Background: an optimization exercise with open tools, aiming at small area and a short achievable clock period. Do not read the settings as production practice.
Function was checked by simulation only, so behaviour that the tests miss may differ from the original.
Power figures rest on the tool's default switching activity, not on a simulated workload.

main:
## RISCV_Top
module RISCV_Top(
		  input         clk,
		  input         rst,
		  output [31:0] imem_addr,
		  input  [31:0] imem_rdata,
		  output [31:0] dmem_addr,
		  output [31:0] dmem_wdata,
		  output        dmem_we,
		  output        dmem_re,
		  input  [31:0] dmem_rdata
		);
clock: 10.0 ns
lec_check: 0
cap_margin: 20
core_margin: 2
core_utilization: 50
cts_cluster_diameter: 60
cts_cluster_size: 16
place_density: 0.66
setup_slack_margin: 3
slew_margin: 20
synth_hierarchical: 1
run.sh (not shown) runs the stock make flow with config.mk's settings and CLKGATE_MAP_FILE= SYNTH_SCRIPT=/design/flow/synth_recipe.tcl, a recipe that flattens the netlist after the stock synthesis.
Setup changes, main to the feature branch
==> flow/flow/run.sh (new file) <==
#!/bin/bash
# Own flow: the standard layout (standard.sh, unchanged synthesis), with
#  - the port buffers inserted as buf_2 cells (the resizer sizes them up
#    where timing needs it) instead of the default delay-buffer cell,
#  - clock tree synthesis without dummy balancing loads, with larger sink
#    clusters.
set -euo pipefail
export BUFFER_PORTS_ARGS="-buffer_cell sky130_fd_sc_hd__buf_2"
export CTS_ARGS="-sink_clustering_enable -repair_clock_nets -dont_use_dummy_load -sink_clustering_size 16 -sink_clustering_max_diameter 60"
bash standard.sh synth > synth.log 2>&1
bash standard.sh finish > layout.log 2>&1
==> flow/standard.sh (new file) <==
#!/bin/bash
# synth_recipe.tcl (not shown) runs the flow's synth.tcl, then flattens the netlist and writes it again
# the make line also repeats each setting of config.mk as NAME=value (left out here)
make -C /OpenROAD-flow-scripts/flow DESIGN_CONFIG=/design/flow/config.mk WORK_HOME=/design/flow/orfs CLKGATE_MAP_FILE= SYNTH_SCRIPT=/design/flow/synth_recipe.tcl "${@:-finish}"
-- flow/config.mk --
<<< main, line 10
export CORE_UTILIZATION = 50
export CTS_CLUSTER_DIAMETER = 60
export CTS_CLUSTER_SIZE = 16
export PLACE_DENSITY = 0.66
>>> the feature branch, line 10
export CORE_UTILIZATION = 50
export PLACE_DENSITY = 0.66
removed: flow/run.sh
==> results.txt <==
Changes observed in the feature branch relative to main: combinational cell fraction of total power fell 0.3 points; time the worst path needs with I/O delays and setup moved down.
Comparing proportion of cell area occupied by registers for main and the feature branch, the smaller number came from main.
Layout clock buffer count in the feature branch is about 1.2% above main.
Via count across main and the feature branch: no real change.
The feature branch vs main — design internal power dropped by a few percent
The feature branch: all stages complete, timing, DRC and antenna checks passed

* * *

RISCV_Top again, from the RTL that the note above started with.
## RISCV_Top
module RISCV_Top(
		  input         clk,
		  input         rst,
		  output [31:0] imem_addr,
		  input  [31:0] imem_rdata,
		  output [31:0] dmem_addr,
		  output [31:0] dmem_wdata,
		  output        dmem_we,
		  output        dmem_re,
		  input  [31:0] dmem_rdata
		);
export LEC_CHECK = 0
export CAP_MARGIN = 20
export CORE_MARGIN = 2
export CORE_UTILIZATION = 45
export PLACE_DENSITY = 0.62
export SETUP_SLACK_MARGIN = 3
export SLEW_MARGIN = 20
export SYNTH_HIERARCHICAL = 1
export TNS_END_PERCENT = 0
create_clock -name core_clock -period 10.0 [get_ports {clk}]
standard.sh (not shown) runs the stock make flow with config.mk's settings and CLKGATE_MAP_FILE= SYNTH_SCRIPT=/design/flow/synth_recipe.tcl, a recipe that flattens the netlist after the stock synthesis.
==> flow/flow/run.sh <==
#!/bin/bash
# Own flow: the standard layout (standard.sh, unchanged synthesis), with
#  - the port buffers inserted as buf_2 cells (the resizer sizes them up
#    where timing needs it) instead of the default delay-buffer cell,
#  - clock tree synthesis without dummy balancing loads, with larger sink
#    clusters.
set -euo pipefail
export BUFFER_PORTS_ARGS="-buffer_cell sky130_fd_sc_hd__buf_2"
export CTS_ARGS="-sink_clustering_enable -repair_clock_nets -dont_use_dummy_load -sink_clustering_size 20 -sink_clustering_max_diameter 70"
bash standard.sh synth > synth.log 2>&1
bash standard.sh finish > layout.log 2>&1
The baseline ran to the end with no violations.
Then changed:
Settings changed: SETUP_SLACK_MARGIN 3 to 2.5, TNS_END_PERCENT 0 to 5.
The changed run passed the timing, design-rule and antenna checks.
Clock skew falls by 3.7 ps.
Global-route usage rose by 1.1 points.
Total power decreases slightly.

-- re-timing with driven ports --
In the flow no input, the clock included, has a driving cell. The finished layouts below were timed again as built, in two steps. Step 1 (the two cells are an assumption about what drives the block):
set clk [get_ports {clk}]
set_driving_cell -lib_cell sky130_fd_sc_hd__clkbuf_16 $clk
set_driving_cell -lib_cell sky130_fd_sc_hd__buf_2 [delete_from_list [all_inputs] $clk]
Step 2 also shifts input and output timing later by t, the mid clock arrival at the registers, as if the neighbouring blocks saw the same clock. Slacks: ideal ports / drivers / drivers and shift; pairs: ideal ports / drivers.
run | t (ns) | setup slack, ns | worst setup path at the end | latest minus earliest clock arrival (ns) | worst slew at a driven data input, ns
main | 0.750 | 2.307 / 2.262 / 2.262 | input to output | 0.061 / 0.061 | 0.07
the feature branch | 0.718 | 2.414 / 2.287 / 2.234 | input to register | 0.135 / 0.134 | 0.20
the first run of note 2 | 0.712 | 2.354 / 2.251 / 1.745 | input to register | 0.120 / 0.120 | 0.15
the second run of note 2 | 0.715 | 2.401 / 2.269 / 1.811 | input to register | 0.116 / 0.117 | 0.15
After both steps setup and hold are still met in every run listed. For the first run of note 2, which loses most, drivers alone change the setup slack by -0.103 ns; drivers and shift together by -0.609 ns.
